What follows belongs to an exercise in optimizing a design on an open flow for small area, a short achievable clock period and few clock cycles per item; a production flow would make more cautious choices.
Function was checked by simulation only, so behaviour that the tests miss may differ from the original.
Power figures rest on the tool's default switching activity, not on a simulated workload.

==> run a <==
// P_MIPS
module P_MIPS (
    input         clk,
    input         reset,
    output [31:0] imem_addr,
    input  [31:0] imem_data,
    output [31:0] dmem_addr,
    output [31:0] dmem_wdata,
    output        dmem_we,
    input  [31:0] dmem_rdata
);
clock: 12.0 ns
lec_check: 0
abc_clock_period_in_ps: 3500
cap_margin: 20
core_margin: 2
core_utilization: 45
cts_cluster_diameter: 70
cts_cluster_size: 30
slew_margin: 20
standard.sh (not shown) runs the stock make flow with config.mk's settings and CLKGATE_MAP_FILE= SYNTH_SCRIPT=/design/flow/synth_recipe.tcl, a recipe that flattens the netlist after the stock synthesis.
==> flow/flow/run.sh <==
#!/bin/bash
set -euo pipefail
MARGIN=$(cat flow/margin.txt)
bash standard.sh SETUP_SLACK_MARGIN=$MARGIN finish > flow_make.log 2>&1
==> flow/flow/margin.txt <==
8.3
==> run b: changes against run a <==
==> flow/flow/margin.txt (replaced) <==
8.1
==> PnR_summary.wiki <==
{| class="wikitable"
! Metric !! Value
|-
| Status || complete, no violations
|-
| Number of buffers and inverters on the critical path || 1
|-
| Headroom to the max-slew limit || 0.128
|-
| Period utilization || 0.333
|-
| Crit-path max cell delay || 0.74 ns
|-
| Worst reg2reg setup slack || 8.00 ns
|-
| Combinational power || 0.0116 W
|-
| Met2 track demand over resource in global routing || 0.555
|-
| Layout fillers || 13929
|-
| Iteration count of the initial detailed-routing pass || 9
|-
| Area of the multi-input gates || 35100 µm²
|-
| Area growth from synthesis to layout || 17.1%
|-
| Cell with the largest stage delay on the worst path || nor2_4
|-
| Portion of the layout cell area used by non-clock buffers || 0.0596
|-
| Average detailed-routed wire length per instance || 38.4 µm
|-
| Placed wire-length estimate after detailed placement || 196000 µm
|}
the above is filed under run a

==> PnR_summary.wiki <==
{| class="wikitable"
! Metric !! Value
|-
| Critical Path Start Type || flip-flop
|-
| Post-synth EDFFs || 1026
|-
| Combinational power || 0.0107 W
|-
| Met2 track demand over resource in global routing || 0.541
|-
| Crit-path max cell delay || 0.68 ns
|-
| Placed wire-length estimate after detailed placement || 194000 µm
|-
| Headroom to the max-slew limit || 0.116
|-
| Layout fillers || 14110
|-
| Area growth from synthesis to layout || 14.8%
|-
| Status || complete, no violations
|-
| Number of buffers and inverters on the critical path || 2
|-
| Average detailed-routed wire length per instance || 38.4 µm
|-
| Portion of the layout cell area used by non-clock buffers || 0.0489
|-
| Worst reg2reg setup slack || 7.94 ns
|}
the above is filed under run b

Testbench counts of run a, summed over its fixed seeds: cycles 124,887, instrs 112,529.
Testbench counts of run b, summed over its fixed seeds: cycles 124,887, instrs 112,529.

---

==> job 2668 <==
Another version of the RTL of P_MIPS (not shown whole).
export LEC_CHECK = 0
export ABC_CLOCK_PERIOD_IN_PS = 3500
export CAP_MARGIN = 20
export CORE_MARGIN = 2
export CORE_UTILIZATION = 45
export SLEW_MARGIN = 20
create_clock -name core_clock -period 12.0 [get_ports {clk}]
==> flow/flow/margin.txt <==
8.3
Scripts as last shown in full above: flow/flow/run.sh
==> job 7163 (differences from job 2668) <==
--- a/flow/design.v
+++ b/flow/design.v
@@ -1,12 +1,12 @@
 module mul_s1(input [31:0] a, input [31:0] b, output [118:0] r);
 wire bm0 = 1'b0, b00 = b[0], b10 = b[1];
 wire one0 = b00 ^ bm0;
-wire two0 = ~one0 & (b10 ^ b00);
-wire neg0 = b10;
+wire two0 = (b10 & ~b00 & ~bm0) | (~b10 & b00 & bm0);
+wire neg0 = b10 & ~(b00 & bm0);
 wire p0_0 = ((one0 & a[0]) | (two0 & 1'b0)) ^ neg0;
 wire p0_1 = ((one0 & a[1]) | (two0 & a[0])) ^ neg0;
 wire p0_2 = ((one0 & a[2]) | (two0 & a[1])) ^ neg0;
 wire p0_3 = ((one0 & a[3]) | (two0 & a[2])) ^ neg0;
 wire p0_4 = ((one0 & a[4]) | (two0 & a[3])) ^ neg0;
 wire p0_5 = ((one0 & a[5]) | (two0 & a[4])) ^ neg0;
 wire p0_6 = ((one0 & a[6]) | (two0 & a[5])) ^ neg0;
@@ -33,16 +33,16 @@
 wire p0_27 = ((one0 & a[27]) | (two0 & a[26])) ^ neg0;
 wire p0_28 = ((one0 & a[28]) | (two0 & a[27])) ^ neg0;
 wire p0_29 = ((one0 & a[29]) | (two0 & a[28])) ^ neg0;
 wire p0_30 = ((one0 & a[30]) | (two0 & a[29])) ^ neg0;
 wire p0_31 = ((one0 & a[31]) | (two0 & a[30])) ^ neg0;
 wire bm1 = b[1], b01 = b[2], b11 = b[3];
 wire one1 = b01 ^ bm1;
-wire two1 = ~one1 & (b11 ^ b01);
-wire neg1 = b11;
+wire two1 = (b11 & ~b01 & ~bm1) | (~b11 & b01 & bm1);
+wire neg1 = b11 & ~(b01 & bm1);
 wire p1_0 = ((one1 & a[0]) | (two1 & 1'b0)) ^ neg1;
 wire p1_1 = ((one1 & a[1]) | (two1 & a[0])) ^ neg1;
 wire p1_2 = ((one1 & a[2]) | (two1 & a[1])) ^ neg1;
 wire p1_3 = ((one1 & a[3]) | (two1 & a[2])) ^ neg1;
 wire p1_4 = ((one1 & a[4]) | (two1 & a[3])) ^ neg1;
 wire p1_5 = ((one1 & a[5]) | (two1 & a[4])) ^ neg1;
 wire p1_6 = ((one1 & a[6]) | (two1 & a[5])) ^ neg1;
@@ -67,16 +67,16 @@
 wire p1_25 = ((one1 & a[25]) | (two1 & a[24])) ^ neg1;
 wire p1_26 = ((one1 & a[26]) | (two1 & a[25])) ^ neg1;
 wire p1_27 = ((one1 & a[27]) | (two1 & a[26])) ^ neg1;
 wire p1_28 = ((one1 & a[28]) | (two1 & a[27])) ^ neg1;
 wire p1_29 = ((one1 & a[29]) | (two1 & a[28])) ^ neg1;
 wire bm2 = b[3], b02 = b[4], b12 = b[5];
 wire one2 = b02 ^ bm2;
-wire two2 = ~one2 & (b12 ^ b02);
-wire neg2 = b12;
+wire two2 = (b12 & ~b02 & ~bm2) | (~b12 & b02 & bm2);
+wire neg2 = b12 & ~(b02 & bm2);
 wire p2_0 = ((one2 & a[0]) | (two2 & 1'b0)) ^ neg2;
 wire p2_1 = ((one2 & a[1]) | (two2 & a[0])) ^ neg2;
 wire p2_2 = ((one2 & a[2]) | (two2 & a[1])) ^ neg2;
 wire p2_3 = ((one2 & a[3]) | (two2 & a[2])) ^ neg2;
 wire p2_4 = ((one2 & a[4]) | (two2 & a[3])) ^ neg2;
 wire p2_5 = ((one2 & a[5]) | (two2 & a[4])) ^ neg2;
 wire p2_6 = ((one2 & a[6]) | (two2 & a[5])) ^ neg2;
@@ -99,16 +99,16 @@
 wire p2_23 = ((one2 & a[23]) | (two2 & a[22])) ^ neg2;
 wire p2_24 = ((one2 & a[24]) | (two2 & a[23])) ^ neg2;
 wire p2_25 = ((one2 & a[25]) | (two2 & a[24])) ^ neg2;
 wire p2_26 = ((one2 & a[26]) | (two2 & a[25])) ^ neg2;
 wire p2_27 = ((one2 & a[27]) | (two2 & a[26])) ^ neg2;
 wire bm3 = b[5], b03 = b[6], b13 = b[7];
 wire one3 = b03 ^ bm3;
-wire two3 = ~one3 & (b13 ^ b03);
-wire neg3 = b13;
+wire two3 = (b13 & ~b03 & ~bm3) | (~b13 & b03 & bm3);
+wire neg3 = b13 & ~(b03 & bm3);
 wire p3_0 = ((one3 & a[0]) | (two3 & 1'b0)) ^ neg3;
 wire p3_1 = ((one3 & a[1]) | (two3 & a[0])) ^ neg3;
 wire p3_2 = ((one3 & a[2]) | (two3 & a[1])) ^ neg3;
 wire p3_3 = ((one3 & a[3]) | (two3 & a[2])) ^ neg3;
 wire p3_4 = ((one3 & a[4]) | (two3 & a[3])) ^ neg3;
 wire p3_5 = ((one3 & a[5]) | (two3 & a[4])) ^ neg3;
 wire p3_6 = ((one3 & a[6]) | (two3 & a[5])) ^ neg3;
@@ -129,16 +129,16 @@
 wire p3_21 = ((one3 & a[21]) | (two3 & a[20])) ^ neg3;
 wire p3_22 = ((one3 & a[22]) | (two3 & a[21])) ^ neg3;
 wire p3_23 = ((one3 & a[23]) | (two3 & a[22])) ^ neg3;
 wire p3_24 = ((one3 & a[24]) | (two3 & a[23])) ^ neg3;
 wire p3_25 = ((one3 & a[25]) | (two3 & a[24])) ^ neg3;
 wire bm4 = b[7], b04 = b[8], b14 = b[9];
 wire one4 = b04 ^ bm4;
-wire two4 = ~one4 & (b14 ^ b04);
-wire neg4 = b14;
+wire two4 = (b14 & ~b04 & ~bm4) | (~b14 & b04 & bm4);
+wire neg4 = b14 & ~(b04 & bm4);
 wire p4_0 = ((one4 & a[0]) | (two4 & 1'b0)) ^ neg4;
 wire p4_1 = ((one4 & a[1]) | (two4 & a[0])) ^ neg4;
 wire p4_2 = ((one4 & a[2]) | (two4 & a[1])) ^ neg4;
 wire p4_3 = ((one4 & a[3]) | (two4 & a[2])) ^ neg4;
 wire p4_4 = ((one4 & a[4]) | (two4 & a[3])) ^ neg4;
 wire p4_5 = ((one4 & a[5]) | (two4 & a[4])) ^ neg4;
 wire p4_6 = ((one4 & a[6]) | (two4 & a[5])) ^ neg4;
@@ -157,16 +157,16 @@
 wire p4_19 = ((one4 & a[19]) | (two4 & a[18])) ^ neg4;
 wire p4_20 = ((one4 & a[20]) | (two4 & a[19])) ^ neg4;
 wire p4_21 = ((one4 & a[21]) | (two4 & a[20])) ^ neg4;
 wire p4_22 = ((one4 & a[22]) | (two4 & a[21])) ^ neg4;
 wire p4_23 = ((one4 & a[23]) | (two4 & a[22])) ^ neg4;
 wire bm5 = b[9], b05 = b[10], b15 = b[11];
 wire one5 = b05 ^ bm5;
-wire two5 = ~one5 & (b15 ^ b05);
-wire neg5 = b15;
+wire two5 = (b15 & ~b05 & ~bm5) | (~b15 & b05 & bm5);
+wire neg5 = b15 & ~(b05 & bm5);
 wire p5_0 = ((one5 & a[0]) | (two5 & 1'b0)) ^ neg5;
 wire p5_1 = ((one5 & a[1]) | (two5 & a[0])) ^ neg5;
 wire p5_2 = ((one5 & a[2]) | (two5 & a[1])) ^ neg5;
 wire p5_3 = ((one5 & a[3]) | (two5 & a[2])) ^ neg5;
 wire p5_4 = ((one5 & a[4]) | (two5 & a[3])) ^ neg5;
 wire p5_5 = ((one5 & a[5]) | (two5 & a[4])) ^ neg5;
 wire p5_6 = ((one5 & a[6]) | (two5 & a[5])) ^ neg5;
@@ -183,16 +183,16 @@
 wire p5_17 = ((one5 & a[17]) | (two5 & a[16])) ^ neg5;
 wire p5_18 = ((one5 & a[18]) | (two5 & a[17])) ^ neg5;
 wire p5_19 = ((one5 & a[19]) | (two5 & a[18])) ^ neg5;
 wire p5_20 = ((one5 & a[20]) | (two5 & a[19])) ^ neg5;
 wire p5_21 = ((one5 & a[21]) | (two5 & a[20])) ^ neg5;
 wire bm6 = b[11], b06 = b[12], b16 = b[13];
 wire one6 = b06 ^ bm6;
-wire two6 = ~one6 & (b16 ^ b06);
-wire neg6 = b16;
+wire two6 = (b16 & ~b06 & ~bm6) | (~b16 & b06 & bm6);
+wire neg6 = b16 & ~(b06 & bm6);
 wire p6_0 = ((one6 & a[0]) | (two6 & 1'b0)) ^ neg6;
 wire p6_1 = ((one6 & a[1]) | (two6 & a[0])) ^ neg6;
 wire p6_2 = ((one6 & a[2]) | (two6 & a[1])) ^ neg6;
 wire p6_3 = ((one6 & a[3]) | (two6 & a[2])) ^ neg6;
 wire p6_4 = ((one6 & a[4]) | (two6 & a[3])) ^ neg6;
 wire p6_5 = ((one6 & a[5]) | (two6 & a[4])) ^ neg6;
 wire p6_6 = ((one6 & a[6]) | (two6 & a[5])) ^ neg6;
@@ -207,16 +207,16 @@
 wire p6_15 = ((one6 & a[15]) | (two6 & a[14])) ^ neg6;
 wire p6_16 = ((one6 & a[16]) | (two6 & a[15])) ^ neg6;
 wire p6_17 = ((one6 & a[17]) | (two6 & a[16])) ^ neg6;
 wire p6_18 = ((one6 & a[18]) | (two6 & a[17])) ^ neg6;
 wire p6_19 = ((one6 & a[19]) | (two6 & a[18])) ^ neg6;
 wire bm7 = b[13], b07 = b[14], b17 = b[15];
 wire one7 = b07 ^ bm7;
-wire two7 = ~one7 & (b17 ^ b07);
-wire neg7 = b17;
+wire two7 = (b17 & ~b07 & ~bm7) | (~b17 & b07 & bm7);
+wire neg7 = b17 & ~(b07 & bm7);
 wire p7_0 = ((one7 & a[0]) | (two7 & 1'b0)) ^ neg7;
 wire p7_1 = ((one7 & a[1]) | (two7 & a[0])) ^ neg7;
 wire p7_2 = ((one7 & a[2]) | (two7 & a[1])) ^ neg7;
 wire p7_3 = ((one7 & a[3]) | (two7 & a[2])) ^ neg7;
 wire p7_4 = ((one7 & a[4]) | (two7 & a[3])) ^ neg7;
 wire p7_5 = ((one7 & a[5]) | (two7 & a[4])) ^ neg7;
 wire p7_6 = ((one7 & a[6]) | (two7 & a[5])) ^ neg7;
@@ -229,16 +229,16 @@
 wire p7_13 = ((one7 & a[13]) | (two7 & a[12])) ^ neg7;
 wire p7_14 = ((one7 & a[14]) | (two7 & a[13])) ^ neg7;
 wire p7_15 = ((one7 & a[15]) | (two7 & a[14])) ^ neg7;
 wire p7_16 = ((one7 & a[16]) | (two7 & a[15])) ^ neg7;
 wire p7_17 = ((one7 & a[17]) | (two7 & a[16])) ^ neg7;
 wire bm8 = b[15], b08 = b[16], b18 = b[17];
 wire one8 = b08 ^ bm8;
-wire two8 = ~one8 & (b18 ^ b08);
-wire neg8 = b18;
+wire two8 = (b18 & ~b08 & ~bm8) | (~b18 & b08 & bm8);
+wire neg8 = b18 & ~(b08 & bm8);
 wire p8_0 = ((one8 & a[0]) | (two8 & 1'b0)) ^ neg8;
 wire p8_1 = ((one8 & a[1]) | (two8 & a[0])) ^ neg8;
 wire p8_2 = ((one8 & a[2]) | (two8 & a[1])) ^ neg8;
 wire p8_3 = ((one8 & a[3]) | (two8 & a[2])) ^ neg8;
 wire p8_4 = ((one8 & a[4]) | (two8 & a[3])) ^ neg8;
 wire p8_5 = ((one8 & a[5]) | (two8 & a[4])) ^ neg8;
 wire p8_6 = ((one8 & a[6]) | (two8 & a[5])) ^ neg8;
@@ -249,16 +249,16 @@
 wire p8_11 = ((one8 & a[11]) | (two8 & a[10])) ^ neg8;
 wire p8_12 = ((one8 & a[12]) | (two8 & a[11])) ^ neg8;
 wire p8_13 = ((one8 & a[13]) | (two8 & a[12])) ^ neg8;
 wire p8_14 = ((one8 & a[14]) | (two8 & a[13])) ^ neg8;
 wire p8_15 = ((one8 & a[15]) | (two8 & a[14])) ^ neg8;
 wire bm9 = b[17], b09 = b[18], b19 = b[19];
 wire one9 = b09 ^ bm9;
-wire two9 = ~one9 & (b19 ^ b09);
-wire neg9 = b19;
+wire two9 = (b19 & ~b09 & ~bm9) | (~b19 & b09 & bm9);
+wire neg9 = b19 & ~(b09 & bm9);
 wire p9_0 = ((one9 & a[0]) | (two9 & 1'b0)) ^ neg9;
 wire p9_1 = ((one9 & a[1]) | (two9 & a[0])) ^ neg9;
 wire p9_2 = ((one9 & a[2]) | (two9 & a[1])) ^ neg9;
 wire p9_3 = ((one9 & a[3]) | (two9 & a[2])) ^ neg9;
 wire p9_4 = ((one9 & a[4]) | (two9 & a[3])) ^ neg9;
 wire p9_5 = ((one9 & a[5]) | (two9 & a[4])) ^ neg9;
 wire p9_6 = ((one9 & a[6]) | (two9 & a[5])) ^ neg9;
@@ -267,76 +267,76 @@
 wire p9_9 = ((one9 & a[9]) | (two9 & a[8])) ^ neg9;
 wire p9_10 = ((one9 & a[10]) | (two9 & a[9])) ^ neg9;
 wire p9_11 = ((one9 & a[11]) | (two9 & a[10])) ^ neg9;
 wire p9_12 = ((one9 & a[12]) | (two9 & a[11])) ^ neg9;
 wire p9_13 = ((one9 & a[13]) | (two9 & a[12])) ^ neg9;
 wire bm10 = b[19], b010 = b[20], b110 = b[21];
 wire one10 = b010 ^ bm10;
-wire two10 = ~one10 & (b110 ^ b010);
-wire neg10 = b110;
+wire two10 = (b110 & ~b010 & ~bm10) | (~b110 & b010 & bm10);
+wire neg10 = b110 & ~(b010 & bm10);
 wire p10_0 = ((one10 & a[0]) | (two10 & 1'b0)) ^ neg10;
 wire p10_1 = ((one10 & a[1]) | (two10 & a[0])) ^ neg10;
 wire p10_2 = ((one10 & a[2]) | (two10 & a[1])) ^ neg10;
 wire p10_3 = ((one10 & a[3]) | (two10 & a[2])) ^ neg10;
 wire p10_4 = ((one10 & a[4]) | (two10 & a[3])) ^ neg10;
 wire p10_5 = ((one10 & a[5]) | (two10 & a[4])) ^ neg10;
 wire p10_6 = ((one10 & a[6]) | (two10 & a[5])) ^ neg10;
 wire p10_7 = ((one10 & a[7]) | (two10 & a[6])) ^ neg10;
 wire p10_8 = ((one10 & a[8]) | (two10 & a[7])) ^ neg10;
 wire p10_9 = ((one10 & a[9]) | (two10 & a[8])) ^ neg10;
 wire p10_10 = ((one10 & a[10]) | (two10 & a[9])) ^ neg10;
 wire p10_11 = ((one10 & a[11]) | (two10 & a[10])) ^ neg10;
 wire bm11 = b[21], b011 = b[22], b111 = b[23];
 wire one11 = b011 ^ bm11;
-wire two11 = ~one11 & (b111 ^ b011);
-wire neg11 = b111;
+wire two11 = (b111 & ~b011 & ~bm11) | (~b111 & b011 & bm11);
+wire neg11 = b111 & ~(b011 & bm11);
 wire p11_0 = ((one11 & a[0]) | (two11 & 1'b0)) ^ neg11;
 wire p11_1 = ((one11 & a[1]) | (two11 & a[0])) ^ neg11;
 wire p11_2 = ((one11 & a[2]) | (two11 & a[1])) ^ neg11;
 wire p11_3 = ((one11 & a[3]) | (two11 & a[2])) ^ neg11;
 wire p11_4 = ((one11 & a[4]) | (two11 & a[3])) ^ neg11;
 wire p11_5 = ((one11 & a[5]) | (two11 & a[4])) ^ neg11;
 wire p11_6 = ((one11 & a[6]) | (two11 & a[5])) ^ neg11;
 wire p11_7 = ((one11 & a[7]) | (two11 & a[6])) ^ neg11;
 wire p11_8 = ((one11 & a[8]) | (two11 & a[7])) ^ neg11;
 wire p11_9 = ((one11 & a[9]) | (two11 & a[8])) ^ neg11;
 wire bm12 = b[23], b012 = b[24], b112 = b[25];
 wire one12 = b012 ^ bm12;
-wire two12 = ~one12 & (b112 ^ b012);
-wire neg12 = b112;
+wire two12 = (b112 & ~b012 & ~bm12) | (~b112 & b012 & bm12);
+wire neg12 = b112 & ~(b012 & bm12);
 wire p12_0 = ((one12 & a[0]) | (two12 & 1'b0)) ^ neg12;
 wire p12_1 = ((one12 & a[1]) | (two12 & a[0])) ^ neg12;
 wire p12_2 = ((one12 & a[2]) | (two12 & a[1])) ^ neg12;
 wire p12_3 = ((one12 & a[3]) | (two12 & a[2])) ^ neg12;
 wire p12_4 = ((one12 & a[4]) | (two12 & a[3])) ^ neg12;
 wire p12_5 = ((one12 & a[5]) | (two12 & a[4])) ^ neg12;
 wire p12_6 = ((one12 & a[6]) | (two12 & a[5])) ^ neg12;
 wire p12_7 = ((one12 & a[7]) | (two12 & a[6])) ^ neg12;
 wire bm13 = b[25], b013 = b[26], b113 = b[27];
 wire one13 = b013 ^ bm13;
-wire two13 = ~one13 & (b113 ^ b013);
-wire neg13 = b113;
+wire two13 = (b113 & ~b013 & ~bm13) | (~b113 & b013 & bm13);
+wire neg13 = b113 & ~(b013 & bm13);
 wire p13_0 = ((one13 & a[0]) | (two13 & 1'b0)) ^ neg13;
 wire p13_1 = ((one13 & a[1]) | (two13 & a[0])) ^ neg13;
 wire p13_2 = ((one13 & a[2]) | (two13 & a[1])) ^ neg13;
 wire p13_3 = ((one13 & a[3]) | (two13 & a[2])) ^ neg13;
 wire p13_4 = ((one13 & a[4]) | (two13 & a[3])) ^ neg13;
 wire p13_5 = ((one13 & a[5]) | (two13 & a[4])) ^ neg13;
 wire bm14 = b[27], b014 = b[28], b114 = b[29];
 wire one14 = b014 ^ bm14;
-wire two14 = ~one14 & (b114 ^ b014);
-wire neg14 = b114;
+wire two14 = (b114 & ~b014 & ~bm14) | (~b114 & b014 & bm14);
+wire neg14 = b114 & ~(b014 & bm14);
 wire p14_0 = ((one14 & a[0]) | (two14 & 1'b0)) ^ neg14;
 wire p14_1 = ((one14 & a[1]) | (two14 & a[0])) ^ neg14;
 wire p14_2 = ((one14 & a[2]) | (two14 & a[1])) ^ neg14;
 wire p14_3 = ((one14 & a[3]) | (two14 & a[2])) ^ neg14;
 wire bm15 = b[29], b015 = b[30], b115 = b[31];
 wire one15 = b015 ^ bm15;
-wire two15 = ~one15 & (b115 ^ b015);
-wire neg15 = b115;
+wire two15 = (b115 & ~b015 & ~bm15) | (~b115 & b015 & bm15);
+wire neg15 = b115 & ~(b015 & bm15);
 wire p15_0 = ((one15 & a[0]) | (two15 & 1'b0)) ^ neg15;
 wire p15_1 = ((one15 & a[1]) | (two15 & a[0])) ^ neg15;
 wire s1 = p0_24 ^ p1_22;
 wire c2 = p0_24 & p1_22;
 wire s3 = p0_25 ^ p1_23;
 wire c4 = p0_25 & p1_23;
 wire s5 = p0_26 ^ p1_24 ^ p2_22;
@@ -821,16 +821,17 @@
 reg  [31:0] pc;
 reg         d_valid;
 reg  [31:0] d_ir;
 reg  [31:0] d_pc4;
 reg         d_pred;      
 reg         e_we, e_late, e_load, e_mul, e_store, e_beq, e_pred;
 reg  [4:0]  e_dest;
-reg  [31:0] e_rsv, e_rtv, e_opb, e_alt;    
-reg         e_add, e_sub, e_and, e_or, e_slt;
+reg  [31:0] e_rsv, e_rtv, e_alt;
+reg  [15:0] e_imm;
+reg         e_bimm, e_add, e_sub, e_and, e_or, e_slt;
 reg         m_we, m_load, m_mul, m_store;
 reg  [4:0]  m_dest;
 reg  [31:0] m_alu, m_sdata;
 reg  [NMR-1:0] m_mr;
 reg         w_we;
 reg  [4:0]  w_dest;
 reg  [31:0] w_val;
@@ -849,20 +850,21 @@
     if (!reset) rst_q <= 1'b0;
     else        rst_q <= 1'b1;
 wire [31:0] pc4 = pc + 32'd4;
 wire [5:0]  f_op  = imem_data[31:26];
 wire [15:0] f_imm = imem_data[15:0];
 wire f_is_j   = f_op == 6'h02;
 wire f_is_beq = f_op == 6'h04;
-wire f_small  = (&f_imm[15:5]) || !(|f_imm[15:5]);
-wire f_bt     = f_is_beq && f_small && (f_imm[15] || imem_data[25:21] == imem_data[20:16]);
-wire f_taken  = f_is_j || f_bt;
-wire [5:0]  f_low  = pc4[7:2] + f_imm[5:0];
-wire [31:0] f_btgt = {pc4[31:8], f_low, 2'b00};
-wire [31:0] f_jtgt = {pc4[31:28], imem_data[25:0], 2'b00};
+wire f_small  = (&f_imm[15:7]) || !(|f_imm[15:7]);
+wire [8:0] f_blo = {1'b0, pc4[9:2]} + {1'b0, f_imm[7:0]};
+wire f_near   = f_small && (f_blo[8] == f_imm[15]);
+wire f_btaken = f_is_beq && f_near && (f_imm[15] || imem_data[25:21] == imem_data[20:16]);
+wire f_taken  = f_is_j || f_btaken;
+wire [31:0] f_tgt  = f_is_j ? {pc4[31:28], imem_data[25:0], 2'b00} :
+                              {pc4[31:10], f_blo[7:0], 2'b00};
 wire [5:0]  op   = d_ir[31:26];
 wire [4:0]  rs   = d_ir[25:21];
 wire [4:0]  rt   = d_ir[20:16];
 wire [4:0]  rd   = d_ir[15:11];
 wire [5:0]  fn   = d_ir[5:0];
 wire [15:0] imm  = d_ir[15:0];
 wire is_r    = op == 6'h00;
@@ -874,30 +876,27 @@
 wire [31:0] br_tgt = d_pc4 + {{14{imm[15]}}, imm, 2'b00};
 wire [4:0] dest  = is_r ? rd : rt;
 wire d_wr    = (is_r || is_addi || is_lw) && dest != 5'd0;
 wire use_rs  = is_r || is_addi || is_lw || is_sw || is_beq;
 wire use_rt  = is_r || is_sw || is_beq;
 wire stall = d_valid && e_late &&
              ((use_rs && rs == e_dest) || (use_rt && rt == e_dest));
-wire [32:0] sum  = {1'b0, e_rsv} + {1'b0, e_opb} + {32'd0, e_sub | e_slt};
+wire [31:0] opb  = e_bimm ? {{16{e_imm[15]}}, e_imm} : e_rtv;
+wire [31:0] opbx = opb ^ {32{e_sub | e_slt}};
+wire [32:0] sum  = {1'b0, e_rsv} + {1'b0, opbx} + {32'd0, e_sub | e_slt};
 wire [31:0] alu  = ({32{e_add | e_sub}} & sum[31:0]) |
-                   ({32{e_and}} & (e_rsv & e_opb)) |
-                   ({32{e_or}}  & (e_rsv | e_opb)) |
+                   ({32{e_and}} & (e_rsv & opb)) |
+                   ({32{e_or}}  & (e_rsv | opb)) |
                    {31'd0, e_slt & !sum[32]};
 wire e_mispredict = e_beq && ((e_rsv == e_rtv) != e_pred);
-wire d_fix = d_valid && is_beq && d_pred && br_tgt[31:8] != d_pc4[31:8] && !stall;
-wire [31:0] pc_other = e_mispredict ? e_alt : d_fix ? br_tgt : stall ? pc : pc4;
-wire f_ok   = !stall && !e_mispredict && !d_fix;
-wire f_go_b = f_ok && f_bt;
-wire f_go_j = f_ok && f_is_j;
 wire [NMR-1:0] mul_r;
 mul_s1 u_mul1 (.a(e_rsv), .b(e_rtv), .r(mul_r));
 wire [31:0] m_prod;
 mul_s2 u_mul2 (.r(m_mr), .p(m_prod));
-wire [31:0] m_val = m_mul ? m_prod : m_load ? dmem_rdata : m_alu;
+wire [31:0] m_val = m_load ? dmem_rdata : m_mul ? m_prod : m_alu;
 assign dmem_addr  = m_alu;
 assign dmem_wdata = m_sdata;
 assign dmem_we    = m_store;
 assign imem_addr  = pc;
 wire [31:0] rs_rf = (rs == 5'd0) ? 32'd0 : rf[rs];
 wire [31:0] rt_rf = (rt == 5'd0) ? 32'd0 : rf[rt];
 wire sa_e = e_we && !e_late && e_dest == rs;
@@ -906,30 +905,29 @@
 wire sb_e = e_we && !e_late && e_dest == rt;
 wire sb_m = m_we && m_dest == rt;
 wire sb_w = w_we && w_dest == rt;
 wire [31:0] rs_o = sa_m ? m_val : sa_w ? w_val : rs_rf;
 wire [31:0] rt_o = sb_m ? m_val : sb_w ? w_val : rt_rf;
 wire [31:0] rs_v = sa_e ? alu : rs_o;
 wire [31:0] rt_v = sb_e ? alu : rt_o;
-wire d_bimm = is_addi || is_lw || is_sw;
-wire d_inv  = is_r && (fn == 6'h22 || fn == 6'h2A);
-wire [31:0] opb_v = d_bimm ? {{16{imm[15]}}, imm} : (rt_v ^ {32{d_inv}});
 always @(posedge clk or negedge reset) begin
     if (!reset) begin
         pc      <= 32'd0;
         d_valid <= 1'b0;
         e_we <= 1'b0; e_late <= 1'b0; e_load <= 1'b0; e_mul <= 1'b0;
         e_store <= 1'b0; e_beq <= 1'b0;
         m_we <= 1'b0; m_load <= 1'b0; m_mul <= 1'b0; m_store <= 1'b0;
         w_we <= 1'b0;
     end else begin
-        pc <= ({32{f_go_b}} & f_btgt) | ({32{f_go_j}} & f_jtgt) |
-              ({32{!f_go_b && !f_go_j}} & pc_other);
+        if (e_mispredict)  pc <= e_alt;
+        else if (stall)    pc <= pc;
+        else if (f_taken)  pc <= f_tgt;
+        else               pc <= pc4;
         if (e_mispredict)  d_valid <= 1'b0;
-        else if (!stall)   d_valid <= !d_fix;
+        else if (!stall)   d_valid <= 1'b1;
         if (e_mispredict || stall || !d_valid) begin
             e_we <= 1'b0; e_late <= 1'b0; e_load <= 1'b0; e_mul <= 1'b0;
             e_store <= 1'b0; e_beq <= 1'b0;
         end else begin
             e_we    <= d_wr;
             e_late  <= is_lw || is_mul;
             e_load  <= is_lw;
@@ -949,17 +947,18 @@
         d_ir   <= imem_data;
         d_pc4  <= pc4;
         d_pred <= f_taken;
     end
     e_dest <= dest;
     e_rsv  <= rs_v;
     e_rtv  <= rt_v;
+    e_imm  <= imm;
     e_pred <= d_pred;
     e_alt  <= d_pred ? d_pc4 : br_tgt;
-    e_opb  <= opb_v;
+    e_bimm <= is_addi || is_lw || is_sw;
     e_add  <= is_addi || is_lw || is_sw || (is_r && fn == 6'h20);
     e_sub  <= is_r && fn == 6'h22;
     e_and  <= is_r && fn == 6'h24;
     e_or   <= is_r && fn == 6'h25;
     e_slt  <= is_r && fn == 6'h2A;
     m_dest  <= e_dest;
     m_alu   <= alu;
==> flow_summary.json <==
{
  "status": "complete, no violations",
  "synth_area_leaders": "edfxtp_1 (43%), a22oi_1 (11%), dfxtp_1 (9.4%)",
  "syn_nets": 6877,
  "clkPwrFrac": 0.211,
  "via_per_inst": 7.19,
  "layout.area.seq_sq_mm": 0.0400,
  "async_flop_share": 0.0310,
  "endpoint": "pc[5]",
  "max_slew_margin": 0.136
}
-- figures above: job 7163

==> flow_summary.json <==
{
  "avgSynthCellArea_sq_um": 10.9,
  "max_slew_margin": 0.162,
  "status": "complete, no violations",
  "layout.area.seq_sq_mm": 0.0403,
  "via_per_inst": 7.31,
  "cts_tree": "done",
  "clkPwrFrac": 0.212,
  "start_util": 0.454,
  "synth_area_leaders": "edfxtp_1 (41%), dfxtp_1 (9.2%), a22oi_1 (5.8%)",
  "period_needed_ns": 4.39,
  "syn_nets": 7602,
  "synthFlopType": "edfxtp_1",
  "endpoint": "e_opb[23]",
  "async_flop_share": 0.0308,
  "totalWireLength_mm": 381,
  "fp.coreArea_sq_mm": 0.172
}
-- figures above: job 2668

Testbench counts of job 2668, summed over its fixed seeds: cycles 124,887, instrs 112,529.
Testbench counts of job 7163, summed over its fixed seeds: cycles 124,666, instrs 112,529.

afterwards: timing with drivers on the ports:
No port has a modelled driver above. Below, the same layouts with a new extraction and two added sets of constraints.
Step 1, drivers: a clkbuf_16 drives clk and a buf_2 each remaining input, both assumed.
Step 2 also shifts input and output timing later by t, the mid clock arrival at the registers, as if the neighbouring blocks saw the same clock.
Slacks: ideal / step 1 / step 2; pairs: ideal / step 1.
run | t (ns) | setup WS [ns] | hold slack, ns | latest minus earliest clock arrival (ns) | worst slew at a driven data input, ns
run a | 0.849 | 8.005 / 8.005 / 7.510 | 0.319 / 0.319 / 0.319 | 0.078 / 0.077 | 0.20
run b | 0.857 | 7.938 / 7.938 / 7.352 | 0.353 / 0.353 / 0.353 | 0.063 / 0.063 | 0.16
job 2668 | 0.922 | 7.606 / 7.606 / 6.990 | 0.337 / 0.337 / 0.337 | 0.038 / 0.038 | 0.06
job 7163 | 0.924 | 7.794 / 7.803 / 6.919 | 0.342 / 0.342 / 0.342 | 0.062 / 0.063 | 0.17
After both steps setup and hold are still met in every run listed. The setup slack of job 7163, which loses most, moves by +0.009 ns with the drivers and by -0.875 ns with both steps.
